This is an optimization exercise on Yosys and OpenROAD, whose aim is small area and a short achievable clock period, not a production implementation. In this exercise RTL edits were held to simulation tests only and were not proved equivalent to the original.

## DF_Fir_Tree
module DF_Fir_Tree (clk, clk_enable, reset, filter_in, filter_out);
Settings: LEC_CHECK=0, CAP_MARGIN=20, CORE_MARGIN=2, CORE_UTILIZATION=40, CTS_BUF_LIST=sky130_fd_sc_hd__clkbuf_8, CTS_CLUSTER_DIAMETER=80, CTS_CLUSTER_SIZE=15, PLACE_DENSITY=0.6, SLEW_MARGIN=20, SYNTH_HIERARCHICAL=1, SYNTH_MINIMUM_KEEP_SIZE=0; clock period 13.0 ns.
standard.sh (not shown) runs the stock make flow with config.mk's settings and CLKGATE_MAP_FILE= SYNTH_SCRIPT=/design/flow/synth_recipe.tcl, a recipe that flattens the netlist after the stock synthesis.
==> flow/flow/run.sh <==
#!/bin/bash
# Standard ORFS layout with two changes to how it is optimised:
#  - port buffers use buf_2 instead of the resizer's default pick;
#  - repair_timing aims for extra setup slack on the worst endpoints.
# Everything else (synthesis, floorplan, CTS, routing) is the standard.sh.
set -euo pipefail
bash standard.sh \
  "BUFFER_PORTS_ARGS=-buffer_cell sky130_fd_sc_hd__buf_2" \
  SETUP_SLACK_MARGIN=8.9 \
  TNS_END_PERCENT=10 \
  finish > standard_make.log 2>&1
Then changed:
--- a/flow/flow/run.sh
+++ b/flow/flow/run.sh
@@ -7,5 +7,5 @@
 bash standard.sh \
   "BUFFER_PORTS_ARGS=-buffer_cell sky130_fd_sc_hd__buf_2" \
-  SETUP_SLACK_MARGIN=8.9 \
-  TNS_END_PERCENT=10 \
+  SETUP_SLACK_MARGIN=9.0 \
+  TNS_END_PERCENT=25 \
   finish > standard_make.log 2>&1
- CTS_BUF_LIST: sky130_fd_sc_hd__clkbuf_8 -> unset
- CTS_CLUSTER_DIAMETER: 80 -> 100
- CTS_CLUSTER_SIZE: 15 -> 20
What happened: Clock-buffer cell count goes up by 3. Global-route usage is higher by 0.25 points. Final cell count barely changes. Area after synthesis is unchanged. Non-clock buffer count increases by 8. Worst setup slack gains 0.010 ns. Sequential share of layout area fell by 0.36 points.

========
DF_Fir_Tree again, from the RTL that the note above started with.
make LEC_CHECK=0 CAP_MARGIN=20 CORE_MARGIN=2 CORE_UTILIZATION=40 CTS_CLUSTER_DIAMETER=70 CTS_CLUSTER_SIZE=26 PLACE_DENSITY=0.6 SLEW_MARGIN=60 SYNTH_HIERARCHICAL=1 SYNTH_MINIMUM_KEEP_SIZE=0 finish   # period 13.0 ns
run.sh (not shown) runs the stock make flow with config.mk's settings and CLKGATE_MAP_FILE= SYNTH_SCRIPT=/design/flow/synth_recipe.tcl, a recipe that flattens the netlist after the stock synthesis.
Stock flow here: none of the scripts above is used.
The starting point produced a clean layout.
Next try:
==> flow/flow/run.sh (new file) <==
#!/bin/bash
# Standard ORFS layout with two changes to how it is optimised:
#  - port buffers use buf_2 instead of the resizer's default pick;
#  - repair_timing aims for extra setup slack on the worst endpoints.
# Everything else (synthesis, floorplan, CTS, routing) is the standard.sh.
set -euo pipefail
bash standard.sh \
  "BUFFER_PORTS_ARGS=-buffer_cell sky130_fd_sc_hd__buf_2" \
  SETUP_SLACK_MARGIN=8.9 \
  TNS_END_PERCENT=10 \
  finish > standard_make.log 2>&1
==> flow/standard.sh (new file) <==
#!/bin/bash
# synth_recipe.tcl (not shown) runs the flow's synth.tcl, then flattens the netlist and writes it again
# the make line also repeats each setting of config.mk as NAME=value (left out here)
make -C /OpenROAD-flow-scripts/flow DESIGN_CONFIG=/design/flow/config.mk WORK_HOME=/design/flow/orfs CLKGATE_MAP_FILE= SYNTH_SCRIPT=/design/flow/synth_recipe.tcl "${@:-finish}"
CORE_UTILIZATION = 60   (was 40)
CTS_CLUSTER_DIAMETER = 100   (was 70)
CTS_CLUSTER_SIZE = 20   (was 26)
PLACE_DENSITY = 0.72   (was 0.6)
SLEW_MARGIN = 20   (was 60)
removed: flow/run.sh
=> Synthesized cell count does not change; register-to-register slack gets better by 430 ps; wire length shrinks slightly; via count grows by a few percent; area after synthesis is unchanged; setup slack gets better by 430 ps; cell count shrinks by a few percent; hold slack stays flat; clock skew grows by 4.6 ps; cell area grows slightly.
Next try:
CORE_UTILIZATION = 40   (was 60)
PLACE_DENSITY = 0.6   (was 0.72)
SLEW_MARGIN = 40   (was 20)
Fmax came out higher by 0.41%.
Worst setup slack improves by 17 ps.
Via count came out lower by 1.0%.

========
Another version of the RTL of DF_Fir_Tree (not shown whole).
Size: about 1,700 cells after synthesis, about 260 flip-flops, roughly 52 I/O pins, about 22,000 um^2 of cells after synthesis.
Design DF_Fir_Tree, start of the top module:
module DF_Fir_Tree (clk, clk_enable, reset, filter_in, filter_out);
export LEC_CHECK = 0
export CAP_MARGIN = 50
export CORE_MARGIN = 2
export CORE_UTILIZATION = 40
export PLACE_DENSITY = 0.6
export SLEW_MARGIN = 80
export SYNTH_HIERARCHICAL = 1
export SYNTH_MINIMUM_KEEP_SIZE = 0
create_clock -name core_clock -period 13.0 [get_ports {clk}]
Stock flow here: none of the scripts above is used.
The starting point produced a clean layout.
==> next run, changes <==
--- a/flow/config.mk
+++ b/flow/config.mk
@@ -7,7 +7,8 @@
 export LEC_CHECK = 0
-export CAP_MARGIN = 50
+export CAP_MARGIN = 20
 export CORE_MARGIN = 2
 export CORE_UTILIZATION = 40
+export CTS_BUF_LIST = sky130_fd_sc_hd__clkbuf_8
 export PLACE_DENSITY = 0.6
-export SLEW_MARGIN = 80
+export SLEW_MARGIN = 60
 export SYNTH_HIERARCHICAL = 1
=> The changed run completed with no timing, DRC or antenna violations; design area shrinks by 3.8%; first-iteration DRC count stays flat; via count hardly moves; sequential share of layout area grows by 0.29 points; worst setup slack got worse by 0.090 ns; die area is unchanged.
==> next run, changes <==
--- a/flow/config.mk
+++ b/flow/config.mk
@@ -10,5 +10,4 @@
 export CORE_UTILIZATION = 40
-export CTS_BUF_LIST = sky130_fd_sc_hd__clkbuf_8
 export PLACE_DENSITY = 0.6
-export SLEW_MARGIN = 60
+export SLEW_MARGIN = 20
 export SYNTH_HIERARCHICAL = 1
What happened: Clock-buffer cell count falls by 23. Worst hold slack hardly moves. Core utilization decreases by 0.52 points. Worst setup slack got worse by 0.44 ns. Non-clock buffer count came out lower by 8. Wire length decreases by 1.2%. Global-route usage goes down by 0.41 points. Die area is unchanged.

========
RTL: one of the versions met above, not the one the previous note started from.
Size in the first run: roughly 1600 cells after synthesis, ~260 flip-flops, about 52 I/O pins, ~21000 µm² of cells after synthesis.
Settings: LEC_CHECK=0, CAP_MARGIN=20, CORE_MARGIN=2, CORE_UTILIZATION=40, CTS_CLUSTER_DIAMETER=100, CTS_CLUSTER_SIZE=20, PLACE_DENSITY=0.6, SLEW_MARGIN=60, SYNTH_HIERARCHICAL=1, SYNTH_MINIMUM_KEEP_SIZE=0; clock period 13.0 ns.
standard.sh (not shown) runs the stock make flow with config.mk's settings and CLKGATE_MAP_FILE= SYNTH_SCRIPT=/design/flow/synth_recipe.tcl, a recipe that flattens the netlist after the stock synthesis.
==> flow/flow/run.sh <==
#!/bin/bash
# Standard ORFS layout with two changes to how it is optimised:
#  - port buffers use buf_2 instead of the resizer's default pick;
#  - repair_timing aims for extra setup slack on the worst endpoints.
# Everything else (synthesis, floorplan, CTS, routing) is the standard.sh.
set -euo pipefail
bash standard.sh \
  "BUFFER_PORTS_ARGS=-buffer_cell sky130_fd_sc_hd__buf_2" \
  SETUP_SLACK_MARGIN=8.9 \
  TNS_END_PERCENT=10 \
  finish > standard_make.log 2>&1
Edit:
==> flow/run.sh (new file) <==
#!/bin/bash
# synth_recipe.tcl (not shown) runs the flow's synth.tcl, then flattens the netlist and writes it again
# the make line also repeats each setting of config.mk as NAME=value (left out here)
make -C /OpenROAD-flow-scripts/flow DESIGN_CONFIG=/design/flow/config.mk WORK_HOME=/design/flow/orfs CLKGATE_MAP_FILE= SYNTH_SCRIPT=/design/flow/synth_recipe.tcl finish
removed: flow/flow/run.sh
removed: flow/standard.sh
After rerunning: The new run passed the timing, design-rule and antenna checks. Wire length goes down by 7.4%. Area after synthesis stays the same. Sequential share of layout area goes up by 0.78 points. First-iteration DRC count goes down by 6.4%. Global-route usage goes down by 1.2 points. Count of clock-buffer cells in the layout is unchanged.
Edit:
==> flow/flow/run.sh (new file) <==
#!/bin/bash
# Standard ORFS layout with two changes to how it is optimised:
#  - port buffers use buf_2 instead of the resizer's default pick;
#  - repair_timing aims for extra setup slack on the worst endpoints.
# Everything else (synthesis, floorplan, CTS, routing) is the standard.sh.
set -euo pipefail
bash standard.sh \
  "BUFFER_PORTS_ARGS=-buffer_cell sky130_fd_sc_hd__buf_2" \
  SETUP_SLACK_MARGIN=8.9 \
  TNS_END_PERCENT=100 \
  finish > standard_make.log 2>&1
==> flow/standard.sh (new file) <==
#!/bin/bash
# synth_recipe.tcl (not shown) runs the flow's synth.tcl, then flattens the netlist and writes it again
# the make line also repeats each setting of config.mk as NAME=value (left out here)
make -C /OpenROAD-flow-scripts/flow DESIGN_CONFIG=/design/flow/config.mk WORK_HOME=/design/flow/orfs CLKGATE_MAP_FILE= SYNTH_SCRIPT=/design/flow/synth_recipe.tcl "${@:-finish}"
SLEW_MARGIN = 20   (was 60)
removed: flow/run.sh
After rerunning: Critical path depth drops by 5. Via count climbs by 5.5%. Setup slack improved by 0.45 ns. Fmax climbs by 11%. Non-clock buffer count climbs by 114. Count of clock-buffer cells in the layout climbs by 1.
Edit:
==> flow/run.sh (new file) <==
#!/bin/bash
# synth_recipe.tcl (not shown) runs the flow's synth.tcl, then flattens the netlist and writes it again
# the make line also repeats each setting of config.mk as NAME=value (left out here)
make -C /OpenROAD-flow-scripts/flow DESIGN_CONFIG=/design/flow/config.mk WORK_HOME=/design/flow/orfs CLKGATE_MAP_FILE= SYNTH_SCRIPT=/design/flow/synth_recipe.tcl finish
CTS_CLUSTER_DIAMETER = not set   (was 100)
CTS_CLUSTER_SIZE = not set   (was 20)
SLEW_MARGIN = 60   (was 20)
removed: flow/flow/run.sh
removed: flow/standard.sh
What happened: The changed run finished with timing, DRC and antenna clean. Register-to-register slack is worse by 0.41 ns. Area after synthesis stays the same. Clock-buffer cell count came out higher by 23. Core utilization went down by 1.2 points. Worst setup slack degrades by 0.41 ns.

========
RTL: one of the versions met above, not the one the previous note started from.
For scale: ~1700 cells after synthesis, ~260 flip-flops, roughly 0.022 mm^2 of cells after synthesis.
==> flow/design.v (excerpt) <==
module DF_Fir_Tree (clk, clk_enable, reset, filter_in, filter_out);
clock: 13.0 ns
lec_check: 0
cap_margin: 20
core_margin: 2
core_utilization: 40
cts_buf_list: sky130_fd_sc_hd__clkbuf_4
place_density: 0.6
slew_margin: 60
synth_hierarchical: 1
synth_minimum_keep_size: 0
run.sh (not shown) runs the stock make flow with config.mk's settings and CLKGATE_MAP_FILE= SYNTH_SCRIPT=/design/flow/synth_recipe.tcl, a recipe that flattens the netlist after the stock synthesis.
Stock flow here: none of the scripts above is used.
The baseline ran to the end with no violations.
Edit:
- CORE_UTILIZATION: 40 -> 65
- CTS_BUF_LIST: sky130_fd_sc_hd__clkbuf_4 -> default
- PLACE_DENSITY: 0.6 -> 0.75
Outcome: The new run passed the timing, design-rule and antenna checks; final cell count falls by 13%; routed wire length shrinks by 3.7%; cell area decreases by 1.5%; sequential share of layout area grows by 0.40 points; hold slack improved by 0.0055 ns; count of clock-buffer cells in the layout fell by 64; utilization goes up by 27 points; via count decreases by 0.86%.

========
DF_Fir_Tree with an RTL version that a note above also has.
Size in the first run: roughly 1,600 cells after synthesis, about 260 flip-flops, ~21,000 um^2 of cells after synthesis.
==> flow/config.mk <==
export PLATFORM = sky130hd
export DESIGN_NAME = DF_Fir_Tree
export DESIGN_NICKNAME = DF_Fir_Tree
export VERILOG_FILES = /design/flow/design.v
export SDC_FILE = /design/flow/constraint.sdc
export NUM_CORES = 4
export LEC_CHECK = 0
export CAP_MARGIN = 20
export CORE_MARGIN = 2
export CORE_UTILIZATION = 40
export CTS_CLUSTER_DIAMETER = 100
export CTS_CLUSTER_SIZE = 20
export PLACE_DENSITY = 0.6
export SLEW_MARGIN = 20
export SYNTH_HIERARCHICAL = 1
export SYNTH_MINIMUM_KEEP_SIZE = 0
==> flow/constraint.sdc <==
create_clock -name core_clock -period 13.0 [get_ports {clk}]
set_input_delay 2.6000 -clock core_clock [delete_from_list [all_inputs] [get_ports {clk}]]
set_output_delay 2.6000 -clock core_clock [all_outputs]
set_load 0.01 [all_outputs]
standard.sh (not shown) runs the stock make flow with config.mk's settings and CLKGATE_MAP_FILE= SYNTH_SCRIPT=/design/flow/synth_recipe.tcl, a recipe that flattens the netlist after the stock synthesis.
==> flow/flow/run.sh <==
#!/bin/bash
# Standard ORFS layout with two changes to how it is optimised:
#  - port buffers use buf_2 instead of the resizer's default pick;
#  - repair_timing aims for extra setup slack on the worst endpoints.
# Everything else (synthesis, floorplan, CTS, routing) is the standard.sh.
set -euo pipefail
bash standard.sh \
  "BUFFER_PORTS_ARGS=-buffer_cell sky130_fd_sc_hd__buf_2" \
  SETUP_SLACK_MARGIN=8.9 \
  TNS_END_PERCENT=10 \
  finish > standard_make.log 2>&1
Rerun with:
--- a/flow/flow/run.sh
+++ b/flow/flow/run.sh
@@ -3 +3 @@
-#  - port buffers use buf_2 instead of the resizer's default pick;
+#  - port buffers use buf_1 instead of the resizer's default pick;
@@ -8 +8 @@
-  "BUFFER_PORTS_ARGS=-buffer_cell sky130_fd_sc_hd__buf_2" \
+  "BUFFER_PORTS_ARGS=-buffer_cell sky130_fd_sc_hd__buf_1" \
- CTS_BUF_LIST: unset -> sky130_fd_sc_hd__clkbuf_8
- CTS_CLUSTER_DIAMETER: 100 -> 80
- CTS_CLUSTER_SIZE: 20 -> 15
Result: Wire length came out lower by 2.4%; cell count came out lower by 0.45%; sequential cell count is unchanged; global-route usage is lower by 0.28 points; worst hold slack improves by 11 ps; non-clock buffer count drops by 21; final area drops by 1.4%; critical path depth grows by 1.
Rerun with:
--- a/flow/flow/run.sh
+++ b/flow/flow/run.sh
@@ -3 +3 @@
-#  - port buffers use buf_1 instead of the resizer's default pick;
+#  - port buffers use buf_2 instead of the resizer's default pick;
=> Critical path depth is unchanged. First-iteration DRC count is unchanged. Core utilization is unchanged. Hold slack does not change.

==> afterwards: timing with drivers on the ports <==
In the flow no input, the clock included, has a driving cell. The finished layouts below were timed again as built, in two steps.
Step 1: set_driving_cell puts a clkbuf_16 on clk and a buf_2 on each other input, an assumption about the parent block.
Step 2 times the ports against the registers' clock, not the clock port: input delays grow and output delays shrink by t, the midpoint of the rising clock arrivals with the driver on.
a / b / c = ideal / step 1 / step 2; a / b = the first two.
run	t (ns)	setup slack, ns	clock arrival spread, ns	slew at the worst register clock pin (ns)	cell pins on the clock port's net
the first run of note 1	0.670	8.800 / 8.800 / 8.542	0.047 / 0.047	0.11 / 0.11	1
the second run of note 1	0.593	8.810 / 8.810 / 8.513	0.029 / 0.029	0.09 / 0.09	1
the first run of note 2	0.625	8.377 / 8.377 / 8.377	0.022 / 0.023	0.09 / 0.09	1
the second run of note 2	0.569	8.803 / 8.803 / 8.355	0.029 / 0.028	0.09 / 0.09	1
the third run of note 2	0.581	8.821 / 8.821 / 8.390	0.036 / 0.036	0.09 / 0.09	1
the first run of note 3	0.639	8.549 / 8.549 / 8.338	0.013 / 0.013	0.07 / 0.07	1
the second run of note 3	0.664	8.459 / 8.459 / 8.349	0.028 / 0.028	0.07 / 0.07	1
the third run of note 3	0.632	8.014 / 8.023 / 7.391	0.018 / 0.018	0.06 / 0.06	1
the first run of note 4	0.594	8.831 / 8.831 / 8.391	0.036 / 0.036	0.10 / 0.10	1
the second run of note 4	0.591	8.384 / 8.384 / 8.384	0.043 / 0.042	0.09 / 0.09	1
the third run of note 4	0.594	8.837 / 8.837 / 8.528	0.030 / 0.030	0.09 / 0.09	1
the fourth run of note 4	0.610	8.430 / 8.430 / 8.430	0.038 / 0.038	0.06 / 0.06	1
the first run of note 5	0.851	8.363 / 8.363 / 8.330	0.051 / 0.051	0.08 / 0.08	1
the second run of note 5	0.622	8.468 / 8.468 / 8.468	0.027 / 0.026	0.07 / 0.07	1
the first run of note 6	0.595	8.808 / 8.808 / 8.500	0.033 / 0.033	0.09 / 0.09	1
the second run of note 6	0.657	8.771 / 8.771 / 8.518	0.043 / 0.044	0.11 / 0.11	1
the third run of note 6	0.657	8.771 / 8.771 / 8.518	0.043 / 0.044	0.11 / 0.11	1
After both steps setup and hold are still met in every run listed. The setup slack of the third run of note 3, which loses most, moves by +0.009 ns with the drivers and by -0.623 ns with both steps.
